This design comes from an exercise in tuning for small area, a short achievable clock period and few clock cycles on the open sky130 flow, not from production work. RTL that was checked went through simulation tests only; none was proved equivalent to the original.

the previous run:
## MyDesign
module MyDesign (
  input  wire        dut_run,
  output reg         dut_busy,
  input  wire        reset_b,
  input  wire        clk,
  output wire        input_sram_write_enable,
  output wire [11:0] input_sram_write_addresss,
  output wire [15:0] input_sram_write_data,
  output reg  [11:0] input_sram_read_address,
  input  wire [15:0] input_sram_read_data,
  output reg         output_sram_write_enable,
  output reg  [11:0] output_sram_write_addresss,
  output reg  [15:0] output_sram_write_data,
  output wire [11:0] output_sram_read_address,
  input  wire [15:0] output_sram_read_data,
  output wire        scratchpad_sram_write_enable,
  output wire [11:0] scratchpad_sram_write_addresss,
  output wire [15:0] scratchpad_sram_write_data,
  output wire [11:0] scratchpad_sram_read_address,
  input  wire [15:0] scratchpad_sram_read_data,
  output wire        weights_sram_write_enable,
  output wire [11:0] weights_sram_write_addresss,
  output wire [15:0] weights_sram_write_data,
  output wire [11:0] weights_sram_read_address,
  input  wire [15:0] weights_sram_read_data
);
For scale: roughly 580 flip-flops, roughly 230 I/O pins, roughly 34000 um^2 of cells after synthesis.
clock: 8.5 ns
lec_check: 0
cap_margin: 20
core_margin: 2
core_utilization: 40
cts_cluster_diameter: 60
cts_cluster_size: 30
place_density: 0.6
setup_slack_margin: 4.6
slew_margin: 20
run.sh (not shown) runs the stock make flow with config.mk's settings and CLKGATE_MAP_FILE= SYNTH_SCRIPT=/design/flow/synth_recipe.tcl, a recipe that flattens the netlist after the stock synthesis.
Testbench counts of the previous run, summed over its fixed seeds: cycles 100,730.
The inputs of the current run differ from those of the previous run as listed below.
-- flow/config.mk --
<<< the previous run, line 10
export CORE_UTILIZATION = 40
export CTS_CLUSTER_DIAMETER = 60
export CTS_CLUSTER_SIZE = 30
export PLACE_DENSITY = 0.6
export SETUP_SLACK_MARGIN = 4.6
export SLEW_MARGIN = 20
>>> the current run, line 10
export CORE_UTILIZATION = 40
export PLACE_DENSITY = 0.6
export SETUP_SLACK_MARGIN = 5.0
export SLEW_MARGIN = 20
==> results.txt <==
Total placed cells including tap cells across the previous run and the current run: no real change. The lower pre-CTS worst setup slack of the previous run and the current run is in the previous run. [compare] base=the previous run new=the current run: final estimated routing congestion in global placement moved up, end-of-flow core utilization moved up, highest attainable clock frequency moved up.


== job 101 ==
MyDesign, a different RTL version from the one above (not shown whole).
Size: about 480 flip-flops, ~230 I/O pins, about 34000 um2 of cells after synthesis.
make LEC_CHECK=0 ABC_CLOCK_PERIOD_IN_PS=3500 CAP_MARGIN=20 CORE_MARGIN=2 CORE_UTILIZATION=40 PLACE_DENSITY=0.6 SETUP_SLACK_MARGIN=5.0 SLEW_MARGIN=20 finish   # period 8.5 ns
Job 101 did not stop at any stage, and its layout met the timing, design-rule and antenna checks.
--- input diff job 101..job 102 ---
Settings: SETUP_SLACK_MARGIN removed (was 5.0); ABC_CLOCK_PERIOD_IN_PS removed (was 3500).
Results
- Job 102 vs job 101 — setup slack dropped 1.15 ns.
- A critical path startpoint of cs2_0[0]$_DFF_P_ is what job 102 shows, while k3[4]$_DFFE_PP_ belongs to job 101.
- Job 101 reports its slowest cell on the critical path as fa_1 while job 102 reports nor2_2.
- For job 102, the commonest non-fill, non-tap cell in the layout was fa_1, unlike job 101, where it was inv_1.
- Area: job 102 vs job 101 -> job 102 smaller
- In terms of clock network area share, job 102 and job 101 differ only marginally.
- Job 101 has lower final critical-path share of the clock period than job 102.
- Job 102 and job 101 ended up with nearly the same clock transition at the registers of the reported paths.
- Diff job 102 and job 101: non-clock buffer count higher in job 101
- Aggregate negative setup slack: job 101 vs job 102 identical
- Job 102 ended with more count of clock-buffer cells in the layout than job 101.
- Relative to job 101, buffers inserted during post-CTS setup optimization decreased by 107 in job 102.
Edits applied to the flow inputs when going from job 102 to job 103:
Settings: an added SETUP_SLACK_MARGIN of 4.5.
Results
Against job 102 as the reference, job 103 delivers a lower minimum clock period.
A most common library cell in the layout ignoring fill and taps of fa_1 is what job 102 shows, while inv_1 belongs to job 103.
End point of the critical path: cs2_1[8]$_DFF_P_ -> job 103, mx[5]$_DFFE_PP_ -> job 102
Job 102 → job 103: design area rose by 2100 um2; global routing met3 resource utilization rose by 0.48 points; met1 routing resource usage after global routing rose by 0.80 points.
No run of this note included a check of the RTL's function; only the layout flow was run.


Another version of the RTL of MyDesign (not shown whole).
Size in the first run: roughly 2,900 cells after synthesis, about 530 flip-flops, roughly 230 I/O pins, roughly 33,000 sq um of cells after synthesis.
clock: 8.5 ns
lec_check: 0
cap_margin: 20
core_margin: 2
core_utilization: 55
place_density: 0.75
setup_slack_margin: 4.5
slew_margin: 20
Testbench counts at the start, summed over its fixed seeds: cycles 100,730.
Edit:
CORE_UTILIZATION = 40   (was 55)
PLACE_DENSITY = 0.6   (was 0.75)
Clock-buffer cell count goes down by 4.
Design area is higher by about 0.56%.
Flip-flop and latch count is unchanged.
Setup slack is worse by 0.020 ns.
Sequential share of layout area went down by 0.19 points.
Non-clock buffer count fell by 17.
Die area goes up by about 37%.
Global-route usage drops by 7.1 points.
Hold slack barely changes.
Critical path depth stays the same.


Setup of red:
MyDesign, a different RTL version from the one above (not shown whole).
Size in the first run: about 230 I/O pins.
clock: 8.5 ns
lec_check: 0
cap_margin: 20
core_margin: 2
core_utilization: 40
cts_cluster_diameter: 60
cts_cluster_size: 30
place_density: 0.6
setup_slack_margin: 5.0
slew_margin: 20
red completed; timing, DRC and antenna clean
Testbench counts of red, summed over its fixed seeds: cycles 100,730.
> inputs changed (red -> blue)
- PLACE_DENSITY changed from 0.6 to 0.7
- SETUP_SLACK_MARGIN changed from 5.0 to 4.9
- CORE_UTILIZATION changed from 40 to 50
Findings:
- Result: PASS for each of red and blue
- In blue relative to red, routed wire length on met3 had gone down slightly.
- Looking at clock period minus worst slack across both flows, blue is the weaker of the two, with red ahead.
- Relative to red, row count decreased by 11% in blue.
- For hold violation count in the final report, blue and red come out practically identical.
- Lower global routing usage on met1 among red and blue: red
diff inputs: blue => green
- PLACE_DENSITY: 0.7 -> 0.6
- CORE_UTILIZATION: 50 -> 40
[summary]
- green completed every stage of the flow, and the final layout passed the timing, design-rule and antenna checks.
- green ends up with a final net count that is about 0.54% lower than in blue.
- The final reports for green and blue show pre-CTS setup slack lower in the former.
- Relative max-transition margin across blue and green: no real change.
- green ends up with a buffer count from post-CTS setup fixing that is about 35% lower than in blue.
- Maximum number of pins on one net before global-route repair came out exactly the same in blue and green.
- Of the two values seen for critical path capture point, cs1_1[8] was produced by blue and cs1_1[9] by green.


Setup of build 5:
RTL: one of the versions met above, not the one the previous note started from.
For scale: roughly 3000 cells after synthesis, about 580 flip-flops, ~230 I/O pins, about 34000 um2 of cells after synthesis.
clock: 8.5 ns
lec_check: 0
cap_margin: 20
core_margin: 2
core_utilization: 40
cts_cluster_diameter: 50
cts_cluster_size: 40
place_density: 0.6
setup_slack_margin: 4.75
slew_margin: 20
Build 5 ran to completion and came out clean on the timing, design-rule and antenna checks.
Testbench counts of build 5, summed over its fixed seeds: cycles 100,730.
> inputs changed (build 5 -> build 29)
- CTS_CLUSTER_SIZE changed from 40 to 35
- CTS_CLUSTER_DIAMETER changed from 50 to 70
## What came out
- Build 5 → build 29: first-pass GRT wire length has decreased; core utilization has decreased; routed wire length has decreased.
- Source of the critical timing path = k3[0]$_DFFE_PP_: build 29; source of the critical timing path = xs1[18]$_DFF_P_: build 5
The following lists how build 11 was set up differently from build 29:
- CTS_CLUSTER_DIAMETER now 45, was 70
- CTS_CLUSTER_SIZE now 50, was 35
### Flow results
- Build 11 ends up with lower buffer count from post-CTS setup fixing than build 29 does.
- Between build 11 and build 29, routed wire length is higher for build 11, build 29 comes in under that.
- Between build 11 and build 29, the area used by sequential logic in the layout does not differ in any meaningful way.
> inputs changed (build 11 -> build 57)
- a change of CTS_CLUSTER_DIAMETER from 45 to 80
- a change of CTS_CLUSTER_SIZE from 50 to 30
==> comparison <==
Summary of build 57 over build 11: worst hold margin went up; first-pass GRT wire length went down; non-clock buffer count in the final layout went up.
Input changes introduced in build 51 (baseline for comparison: build 57):
- a change of CTS_CLUSTER_DIAMETER from 80 to 60
- a change of SETUP_SLACK_MARGIN from 4.75 to 4.9
Findings:
Build 51 ended with less worst slew margin relative to its limit than build 57.
Looking at library cell contributing the largest single delay on the critical path, the fa_1 result is from build 57; the edfxtp_1 one comes from build 51.
In the flow results for build 51 and build 57, the first-pass GRT wire length is smaller on build 57.
Build 51: final standard cell area without fillers 3.4% above build 57
Compared with build 57, in build 51 setup slack +0.13 ns, initial antenna violation count -1, detail-routed net length per standard cell +about 1.2%.
Diff build 51..build 57 | worst hold slack | negligible
Re global-route usage: build 51 and build 57 aren't equal, and the lower value belongs to build 57.
Iteration count of the initial detailed-routing pass: build 51 < build 57


Another version of the RTL of MyDesign (not shown whole).
Size in the first run: roughly 2800 cells after synthesis, about 230 I/O pins, ~33000 um2 of cells after synthesis.
==> flow/design.v (excerpt) <==
module MyDesign (
  input  wire        dut_run,
  output reg         dut_busy,
  input  wire        reset_b,
  input  wire        clk,
  output wire        input_sram_write_enable,
  output wire [11:0] input_sram_write_addresss,
  output wire [15:0] input_sram_write_data,
  output reg  [11:0] input_sram_read_address,
  input  wire [15:0] input_sram_read_data,
  output reg         output_sram_write_enable,
  output reg  [11:0] output_sram_write_addresss,
  output reg  [15:0] output_sram_write_data,
  output wire [11:0] output_sram_read_address,
  input  wire [15:0] output_sram_read_data,
  output wire        scratchpad_sram_write_enable,
  output wire [11:0] scratchpad_sram_write_addresss,
  output wire [15:0] scratchpad_sram_write_data,
  output wire [11:0] scratchpad_sram_read_address,
  input  wire [15:0] scratchpad_sram_read_data,
  output wire        weights_sram_write_enable,
  output wire [11:0] weights_sram_write_addresss,
  output wire [15:0] weights_sram_write_data,
  output wire [11:0] weights_sram_read_address,
  input  wire [15:0] weights_sram_read_data
);
  assign input_sram_write_enable = 1'b0;
  assign input_sram_write_addresss = 12'd0;
  assign input_sram_write_data = 16'd0;
  assign output_sram_read_address = 12'd0;
  assign scratchpad_sram_write_enable = 1'b0;
  assign scratchpad_sram_write_addresss = 12'd0;
  assign scratchpad_sram_write_data = 16'd0;
  assign scratchpad_sram_read_address = 12'd0;
  assign weights_sram_write_enable = 1'b0;
  assign weights_sram_write_addresss = 12'd0;
  assign weights_sram_write_data = 16'd0;
  localparam [3:0] S_IDLE = 4'd0, S_R0S = 4'd1, S_BUB = 4'd2, S_MS = 4'd3,
                   S_P0 = 4'd4, S_P1 = 4'd5, S_P2 = 4'd6, S_P3 = 4'd7,
                   S_END = 4'd9;
  reg [3:0]  sl;           
  reg [11:0] colptr;       
  reg [11:0] sb;           
  reg [6:0]  nreg;         
  reg        endflag;      
  reg [6:0]  w3m1;         
  reg [4:0]  wd;           
  reg [4:0]  prd;          
  reg i_n, i_c, i_l;
  reg a_n;
  reg p0, p1, p2, p3, p4, p5, p6, p7;
  reg l0, l1, l2, l3, l4, l5, l6, l7;
  reg [2:0]  wcnt;
  reg        half, wlast;
  ...
export LEC_CHECK = 0
export CAP_MARGIN = 20
export CORE_MARGIN = 2
export CORE_UTILIZATION = 40
export CTS_BUF_LIST = sky130_fd_sc_hd__clkbuf_4
export PLACE_DENSITY = 0.6
export SETUP_SLACK_MARGIN = 4.5
export SLEW_MARGIN = 20
create_clock -name core_clock -period 8.5 [get_ports {clk}]
==> next run, changes <==
Settings changed: CTS_BUF_LIST sky130_fd_sc_hd__clkbuf_4 to sky130_fd_sc_hd__clkbuf_8.
What happened:
- fmax stays flat
- clock skew came out lower by 18 ps
- worst setup slack gets better by 7.0 ps
- wire length came out lower slightly
- area after synthesis does not change
- clock-buffer cell count came out lower by 92
- register-to-register slack is about the same
- sequential share of layout area stays flat
- final area is about the same
No functional check of the RTL was part of any run of this note.

-- separate check: timing with driven ports --
How much do the figures lean on ideal ports? The routed layouts below were timed once more, with nothing changed but the port constraints. Step 1 assumes that a clkbuf_16 drives the clock port and a buf_2 every other input. Step 2 adds t to the input delays and takes it off the output delays; t is the mean of the earliest and latest rising clock arrival at the registers after step 1. Input paths then give back, and output paths get back, about the clock's delay inside the block. Slacks: ideal / step 1 / step 2; pairs: ideal / step 1.
run	shift t [ns]	slack for setup (ns)	worst setup path after step 2	worst register clock-pin slew, ns	pins driven straight from the clock port
the previous run	0.680	4.740 / 4.740 / 4.370	input to register	0.11 / 0.11	1
the current run	0.716	4.913 / 4.913 / 4.564	input to register	0.08 / 0.08	1
job 101	0.679	4.269 / 4.269 / 4.269	register to register	0.07 / 0.07	1
job 102	0.663	3.121 / 3.121 / 3.121	register to register	0.07 / 0.07	1
job 103	0.686	4.229 / 4.229 / 4.229	register to register	0.07 / 0.07	1
the first run of note 3	0.669	4.568 / 4.568 / 4.547	input to register	0.07 / 0.07	1
the second run of note 3	0.655	4.549 / 4.549 / 4.549	register to register	0.08 / 0.08	1
red	0.676	4.925 / 4.925 / 4.423	input to register	0.11 / 0.11	1
blue	0.656	4.817 / 4.817 / 4.597	input to register	0.11 / 0.11	1
green	0.661	4.884 / 4.884 / 4.529	input to register	0.11 / 0.11	1
build 5	0.703	4.848 / 4.848 / 4.387	input to register	0.09 / 0.09	1
build 29	0.662	4.829 / 4.829 / 4.304	input to register	0.12 / 0.12	1
build 11	0.684	4.819 / 4.819 / 4.321	input to register	0.07 / 0.07	1
build 57	0.654	4.811 / 4.811 / 4.331	input to register	0.11 / 0.11	1
build 51	0.681	4.937 / 4.899 / 4.358	input to register	0.11 / 0.11	1
the first run of note 6	1.014	4.544 / 4.544 / 4.544	register to register	0.08 / 0.08	1
the second run of note 6	0.732	4.551 / 4.551 / 4.551	register to register	0.07 / 0.07	1
After both steps every run listed still meets setup and hold. The setup slack of build 51, which loses most, moves by -0.038 ns with the drivers and by -0.579 ns with both steps.
